Context: an optimization exercise on an open-source flow, tuned for a short achievable clock period and few clock cycles. The choices shown serve that exercise and are no tape-out recipe.
Function was checked by simulation only, so behaviour that the tests miss may differ from the original.
The clock port is modelled as an ideal driver, which makes a skipped or thinned clock tree look cheaper than it is; a real chip needs a root buffer or a tree.
No activity file was given, so power comes from the tool's default toggle rates.

the previous run:
==> flow/design.v (excerpt) <==
module mover(
    input MOVE_START,
    input[7:0] MOVE_NUM,
    input[31:0] SOURCE_ADDR,
    input[31:0] DEST_ADDR,
    output MOVE_DONE,
    output reg RD_START,
    output reg [31:0] RD_ADDR,
    input[127:0] RD_DATA,
    input RD_DONE,
    output reg WR_START,
    output reg [31:0] WR_ADDR,
    output reg [127:0] WR_DATA,
    input WR_DONE,
    input ACLK,
    input ARESETN
);
Size in the first run: roughly 820 flip-flops, about 400 I/O pins.
==> module mover, before the edit <==
module mover(
    input MOVE_START,
    input[7:0] MOVE_NUM,
    input[31:0] SOURCE_ADDR,
    input[31:0] DEST_ADDR,
    output MOVE_DONE,
    output reg RD_START,
    output reg [31:0] RD_ADDR,
    input[127:0] RD_DATA,
    input RD_DONE,
    output reg WR_START,
    output reg [31:0] WR_ADDR,
    output reg [127:0] WR_DATA,
    input WR_DONE,
    input ACLK,
    input ARESETN
);
    localparam integer CAP = 4;
    reg [127:0]   mem [0:CAP-1];
    reg [CAP-1:0] wsel;         
    reg [CAP-1:0] rsel;         
    reg [CAP-1:0] cnt;          
    reg [CAP-1:0] occ;          
    reg [7:0]     rd_left;      
    reg           rd_lz;        
    reg           rd_hz;        
    reg           rd_first;     
    reg           rd_ok;        
    reg           rd_busy;      
    reg           wr_busy;      
    reg [7:0]     wr_left;      
    reg           wr_lz;        
    reg           wr_hz;        
    reg           wr_done_d;    
    reg           rd_req_n;     
    reg           wr_req_n;     
    reg           done_r;
    reg [31:0]    rd_addr_q;    
    reg [31:0]    wr_addr_q;    
    reg           rd_req_d;     
    reg           wr_req_d;     
    reg           rd_cy;        
    reg           wr_cy;
    assign MOVE_DONE = done_r;
    wire rd_req = ~rd_req_n;
    wire wr_req = ~wr_req_n;
    reg [127:0] head;
    integer i;
    always @(*) begin
        head = 128'd0;
        for (i = 0; i < CAP; i = i + 1)
            head = head | (mem[i] & {128{rsel[i]}});
    end
    wire nonempty = cnt[0];
    wire full     = cnt[CAP-1];
    wire wr_free  = ~wr_busy | WR_DONE;
    wire rd_go    = MOVE_START | (rd_ok & (~rd_busy | RD_DONE));
    wire wr_go    = wr_free & (nonempty | RD_DONE);
    wire cnt_up   = RD_DONE & ~wr_free;
    wire cnt_dn   = ~RD_DONE & wr_free & nonempty;
    wire occ_room = (rd_req & ~wr_req) ? ~occ[CAP-2] :
                    (wr_req & ~rd_req) ? 1'b1 : ~occ[CAP-1];
    wire [3:0] rd_lo_m1 = rd_left[3:0] - 4'd1;
    wire [3:0] rd_hi_m1 = rd_left[7:4] - 4'd1;
    wire [3:0] wr_lo_m1 = wr_left[3:0] - 4'd1;
    wire [3:0] wr_hi_m1 = wr_left[7:4] - 4'd1;
    wire rd_more  = rd_req ? (~rd_hz | (rd_left[3:1] != 3'd0)) : ~(rd_hz & rd_lz);
    wire wr_last  = wr_hz & (wr_left[3:0] == 4'd1);
    reg [31:0] rd_addr_nx, wr_addr_nx;
    always @(*) begin
        rd_addr_nx = rd_addr_q;
        if (MOVE_START)
            rd_addr_nx = SOURCE_ADDR;
        else if (rd_req)
            rd_addr_nx[17:4] = rd_addr_q[17:4] + 14'd1;
        else if (rd_req_d)
            rd_addr_nx[31:18] = rd_addr_q[31:18] + {13'd0, rd_cy};
        wr_addr_nx = wr_addr_q;
        if (rd_first)
            wr_addr_nx = DEST_ADDR;
        else if (wr_req)
            wr_addr_nx[17:4] = wr_addr_q[17:4] + 14'd1;
        else if (wr_req_d)
            wr_addr_nx[31:18] = wr_addr_q[31:18] + {13'd0, wr_cy};
    end
    always @(posedge ACLK) begin
        for (i = 0; i < CAP; i = i + 1)
            if (wsel[i] & ~full) mem[i] <= RD_DATA;
        WR_DATA <= nonempty ? head : RD_DATA;
    end
    always @(posedge ACLK or negedge ARESETN) begin
        if (!ARESETN) begin
            RD_START  <= 1'b0;
            WR_START  <= 1'b0;
            rd_req_n  <= 1'b1;
            wr_req_n  <= 1'b1;
            done_r    <= 1'b0;
            wsel      <= {{(CAP-1){1'b0}}, 1'b1};
            rsel      <= {{(CAP-1){1'b0}}, 1'b1};
            cnt       <= {CAP{1'b0}};
            occ       <= {CAP{1'b0}};
            rd_left   <= 8'd0;
            rd_lz     <= 1'b1;
            rd_hz     <= 1'b1;
            rd_first  <= 1'b0;
            rd_ok     <= 1'b0;
            rd_busy   <= 1'b0;
            wr_busy   <= 1'b0;
            wr_left   <= 8'd0;
            wr_lz     <= 1'b1;
            wr_hz     <= 1'b1;
            wr_done_d <= 1'b0;
            rd_addr_q <= 32'd0;
            wr_addr_q <= 32'd0;
        end else begin
            RD_START  <= rd_go;
            WR_START  <= wr_go;
            rd_req_n  <= ~rd_go;
            wr_req_n  <= ~wr_go;
            done_r    <= WR_DONE & wr_last;
            rd_busy   <= rd_go | (rd_busy & ~RD_DONE);
            wr_busy   <= wr_go | (wr_busy & ~WR_DONE);
            if (rd_req & ~wr_req)
                occ <= {occ[CAP-2:0], 1'b1};
            else if (wr_req & ~rd_req)
                occ <= {1'b0, occ[CAP-1:1]};
            if (cnt_up)
                cnt <= {cnt[CAP-2:0], 1'b1};
            else if (cnt_dn)
                cnt <= {1'b0, cnt[CAP-1:1]};
            if (RD_DONE) wsel <= {wsel[CAP-2:0], wsel[CAP-1]};
            if (wr_go)   rsel <= {rsel[CAP-2:0], rsel[CAP-1]};
            rd_first  <= MOVE_START;
            if (MOVE_START) begin
                rd_left <= MOVE_NUM;
                rd_lz   <= (MOVE_NUM[3:0] == 4'd0);
                rd_hz   <= (MOVE_NUM[7:4] == 4'd0);
            end else if (rd_req) begin
                rd_left[3:0] <= rd_lo_m1;
                rd_lz        <= (rd_left[3:0] == 4'd1);
                if (rd_lz) begin
                    rd_left[7:4] <= rd_hi_m1;
                    rd_hz        <= (rd_left[7:4] == 4'd1);
                end
            end
            rd_ok     <= rd_more & (occ_room | wr_go);
            wr_done_d <= WR_DONE;
            if (rd_first) begin
                wr_left <= MOVE_NUM;
                wr_lz   <= (MOVE_NUM[3:0] == 4'd0);
                wr_hz   <= (MOVE_NUM[7:4] == 4'd0);
            end else if (wr_done_d) begin
                wr_left[3:0] <= wr_lo_m1;
                wr_lz        <= (wr_left[3:0] == 4'd1);
                if (wr_lz) begin
                    wr_left[7:4] <= wr_hi_m1;
                    wr_hz        <= (wr_left[7:4] == 4'd1);
                end
            end
            rd_addr_q <= rd_addr_nx;
            wr_addr_q <= wr_addr_nx;
        end
    end
    always @(posedge ACLK) begin
        rd_req_d <= rd_req;
        wr_req_d <= wr_req;
        if (rd_req) rd_cy <= &rd_addr_q[17:4];
        if (wr_req) wr_cy <= &wr_addr_q[17:4];
        RD_ADDR  <= rd_addr_nx;
        WR_ADDR  <= wr_addr_nx;
    end
endmodule
==> flow/config.mk <==
export PLATFORM = sky130hd
export DESIGN_NAME = mover
export DESIGN_NICKNAME = mover
export VERILOG_FILES = /design/flow/design.v
export SDC_FILE = /design/flow/constraint.sdc
export NUM_CORES = 4
export LEC_CHECK = 0
export CAP_MARGIN = 20
export CORE_AREA = 6 6 254 254
export DIE_AREA = 0 0 260 260
export SETUP_SLACK_MARGIN = 3.3
export SLEW_MARGIN = 20
==> flow/constraint.sdc <==
create_clock -name core_clock -period 5.0 [get_ports {ACLK}]
set_input_delay 1.0000 -clock core_clock [delete_from_list [all_inputs] [get_ports {ACLK}]]
set_output_delay 1.0000 -clock core_clock [all_outputs]
set_load 0.01 [all_outputs]
standard.sh (not shown) runs the stock make flow with config.mk's settings and CLKGATE_MAP_FILE= SYNTH_SCRIPT=/design/flow/synth_recipe.tcl, a recipe that flattens the netlist after the stock synthesis.
==> flow/flow/run.sh <==
#!/bin/bash
# Layout: the standard flow (standard.sh), except that the clock tree is
# built by flow/clocktree.tcl, which ORFS's CTS step sources before its own
# clock_tree_synthesis call (PRE_CTS_TCL) and which stands in for it.
set -euo pipefail
export PRE_CTS_TCL="$PWD/flow/clocktree.tcl"
bash standard.sh finish > standard.log 2>&1
Other scripts of this flow, unchanged in this note and not shown: flow/flow/clocktree.tcl
The previous run did not stop at any stage, and its layout met the timing, design-rule and antenna checks.
Testbench counts of the previous run, summed over its fixed seeds: cycles 78,189.
The following lists how the current run was set up differently from the previous run:
==> flow/design.v <==
module mover(
    input MOVE_START,
    input[7:0] MOVE_NUM,
    input[31:0] SOURCE_ADDR,
    input[31:0] DEST_ADDR,
    output MOVE_DONE,
    output reg RD_START,
    output reg [31:0] RD_ADDR,
    input[127:0] RD_DATA,
    input RD_DONE,
    output reg WR_START,
    output reg [31:0] WR_ADDR,
    output reg [127:0] WR_DATA,
    input WR_DONE,
    input ACLK,
    input ARESETN
);
    localparam integer CAP = 4;
    reg [127:0]   mem [0:CAP-1];
    reg [CAP-1:0] wsel;         
    reg [CAP-1:0] rsel;         
    reg [CAP-1:0] cnt;          
    reg [CAP-1:0] occ;          
    reg [7:0]     rd_left;      
    reg           rd_lz;        
    reg           rd_hz;        
    reg           rd_first;     
    reg           rd_ok;        
    reg           rd_busy;      
    reg           wr_busy;      
    reg [7:0]     wr_left;      
    reg           wr_lz;        
    reg           wr_hz;        
    reg           wr_done_d;    
    reg           done_r;
    reg [31:0]    rd_addr_q;    
    reg [31:0]    wr_addr_q;    
    reg           rd_req;       
    reg           wr_req;       
    reg           rd_req_d;     
    reg           wr_req_d;     
    reg           rd_cy;        
    reg           wr_cy;
    assign MOVE_DONE = done_r;
    reg [127:0] head;
    integer i;
    always @(*) begin
        head = 128'd0;
        for (i = 0; i < CAP; i = i + 1)
            head = head | (mem[i] & {128{rsel[i]}});
    end
    wire nonempty = cnt[0];
    wire full     = cnt[CAP-1];
    wire rd_go = MOVE_START | (rd_ok & (~rd_busy | RD_DONE));
    wire wr_go = (~wr_busy | WR_DONE) & (nonempty | RD_DONE);
    wire [3:0] rd_lo_m1 = rd_left[3:0] - 4'd1;
    wire [3:0] rd_hi_m1 = rd_left[7:4] - 4'd1;
    wire [3:0] wr_lo_m1 = wr_left[3:0] - 4'd1;
    wire [3:0] wr_hi_m1 = wr_left[7:4] - 4'd1;
    wire rd_more = rd_first ? (~rd_hz | (rd_left[3:1] != 3'd0)) : ~(rd_hz & rd_lz);
    wire wr_last = wr_hz & (wr_left[3:0] == 4'd1);
    reg [31:0] rd_addr_nx, wr_addr_nx;
    always @(*) begin
        rd_addr_nx = rd_addr_q;
        if (MOVE_START)
            rd_addr_nx = SOURCE_ADDR;
        else if (rd_req)
            rd_addr_nx[17:4] = rd_addr_q[17:4] + 14'd1;
        else if (rd_req_d)
            rd_addr_nx[31:18] = rd_addr_q[31:18] + {13'd0, rd_cy};
        wr_addr_nx = wr_addr_q;
        if (rd_first)
            wr_addr_nx = DEST_ADDR;
        else if (wr_req)
            wr_addr_nx[17:4] = wr_addr_q[17:4] + 14'd1;
        else if (wr_req_d)
            wr_addr_nx[31:18] = wr_addr_q[31:18] + {13'd0, wr_cy};
    end
    always @(posedge ACLK) begin
        for (i = 0; i < CAP; i = i + 1)
            if (wsel[i] & ~full) mem[i] <= RD_DATA;
        WR_DATA <= nonempty ? head : RD_DATA;
    end
    always @(posedge ACLK or negedge ARESETN) begin
        if (!ARESETN) begin
            RD_START  <= 1'b0;
            WR_START  <= 1'b0;
            done_r    <= 1'b0;
            wsel      <= {{(CAP-1){1'b0}}, 1'b1};
            rsel      <= {{(CAP-1){1'b0}}, 1'b1};
            cnt       <= {CAP{1'b0}};
            occ       <= {CAP{1'b0}};
            rd_left   <= 8'd0;
            rd_lz     <= 1'b1;
            rd_hz     <= 1'b1;
            rd_first  <= 1'b0;
            rd_ok     <= 1'b0;
            rd_busy   <= 1'b0;
            wr_busy   <= 1'b0;
            wr_left   <= 8'd0;
            wr_lz     <= 1'b1;
            wr_hz     <= 1'b1;
            wr_done_d <= 1'b0;
            rd_addr_q <= 32'd0;
            wr_addr_q <= 32'd0;
        end else begin
            RD_START  <= rd_go;
            WR_START  <= wr_go;
            done_r    <= WR_DONE & wr_last;
            rd_busy   <= rd_go | (rd_busy & ~RD_DONE);
            wr_busy   <= wr_go | (wr_busy & ~WR_DONE);
            if (rd_go & ~wr_go)
                occ <= {occ[CAP-2:0], 1'b1};
            else if (wr_go & ~rd_go)
                occ <= {1'b0, occ[CAP-1:1]};
            if (RD_DONE & ~wr_go)
                cnt <= {cnt[CAP-2:0], 1'b1};
            else if (wr_go & ~RD_DONE)
                cnt <= {1'b0, cnt[CAP-1:1]};
            if (RD_DONE) wsel <= {wsel[CAP-2:0], wsel[CAP-1]};
            if (wr_go)   rsel <= {rsel[CAP-2:0], rsel[CAP-1]};
            rd_first  <= MOVE_START;
            if (MOVE_START) begin
                rd_left <= MOVE_NUM;
                rd_lz   <= (MOVE_NUM[3:0] == 4'd0);
                rd_hz   <= (MOVE_NUM[7:4] == 4'd0);
            end else if (rd_go | rd_first) begin
                rd_left[3:0] <= rd_lo_m1;
                rd_lz        <= (rd_left[3:0] == 4'd1);
                if (rd_lz) begin
                    rd_left[7:4] <= rd_hi_m1;
                    rd_hz        <= (rd_left[7:4] == 4'd1);
                end
            end
            rd_ok     <= rd_more & (~occ[CAP-1] | wr_go);
            wr_done_d <= WR_DONE;
            if (rd_first) begin
                wr_left <= MOVE_NUM;
                wr_lz   <= (MOVE_NUM[3:0] == 4'd0);
                wr_hz   <= (MOVE_NUM[7:4] == 4'd0);
            end else if (wr_done_d) begin
                wr_left[3:0] <= wr_lo_m1;
                wr_lz        <= (wr_left[3:0] == 4'd1);
                if (wr_lz) begin
                    wr_left[7:4] <= wr_hi_m1;
                    wr_hz        <= (wr_left[7:4] == 4'd1);
                end
            end
            rd_addr_q <= rd_addr_nx;
            wr_addr_q <= wr_addr_nx;
        end
    end
    always @(posedge ACLK) begin
        rd_req   <= rd_go;
        wr_req   <= wr_go;
        rd_req_d <= rd_req;
        wr_req_d <= wr_req;
        if (rd_req) rd_cy <= &rd_addr_q[17:4];
        if (wr_req) wr_cy <= &wr_addr_q[17:4];
        RD_ADDR  <= rd_addr_nx;
        WR_ADDR  <= wr_addr_nx;
    end
endmodule
Notes after the runs:
- On post-placement setup slack, the previous run beats the current run.
- Looking at complex-gate fraction of the synthesized area, the current run sits 0.34 points higher than the previous run does.
- Summary of the comparison: number of instances resized during post-cts repair is higher in the current run, relative to the previous run.
- Timing startpoint of the critical path: RD_DONE -> the current run, RD_START -> the previous run
- Compared the current run vs the previous run, and overall routing resource usage is up in the current run.
- In the current run the internal power turned out about 9% higher than in the previous run.
Testbench counts of the current run, summed over its fixed seeds: cycles 78,189.
In every run of this note, the design's own scripts or RTL, not TritonCTS, make the clock network.

## re-timing with driven ports
The results above use ideal ports. As a check the final layouts listed here were re-extracted and re-timed, cells and wires unchanged. Step 1 sets driving cells, clkbuf_16 on the clock port and buf_2 on the other inputs (assumed; they add their load-dependent delay and slew). Step 2 also shifts input and output timing later by t, the mid clock arrival at the registers, as if the neighbouring blocks saw the same clock. Three values: no drivers, after step 1, after step 2; two values: the first two.
| run | t (ns) | slack for setup (ns) | hold WS [ns] |
|---|---|---|---|
| the previous run | 0.502 | 3.186 / 2.934 / 3.025 | 0.439 / 0.439 / 0.439 |
| the current run | 0.502 | 3.173 / 2.943 / 2.852 | 0.465 / 0.466 / 0.466 |
After both steps setup and hold are still met in every run listed. The setup slack of the current run, which loses most, moves by -0.230 ns with the drivers and by -0.321 ns with both steps.
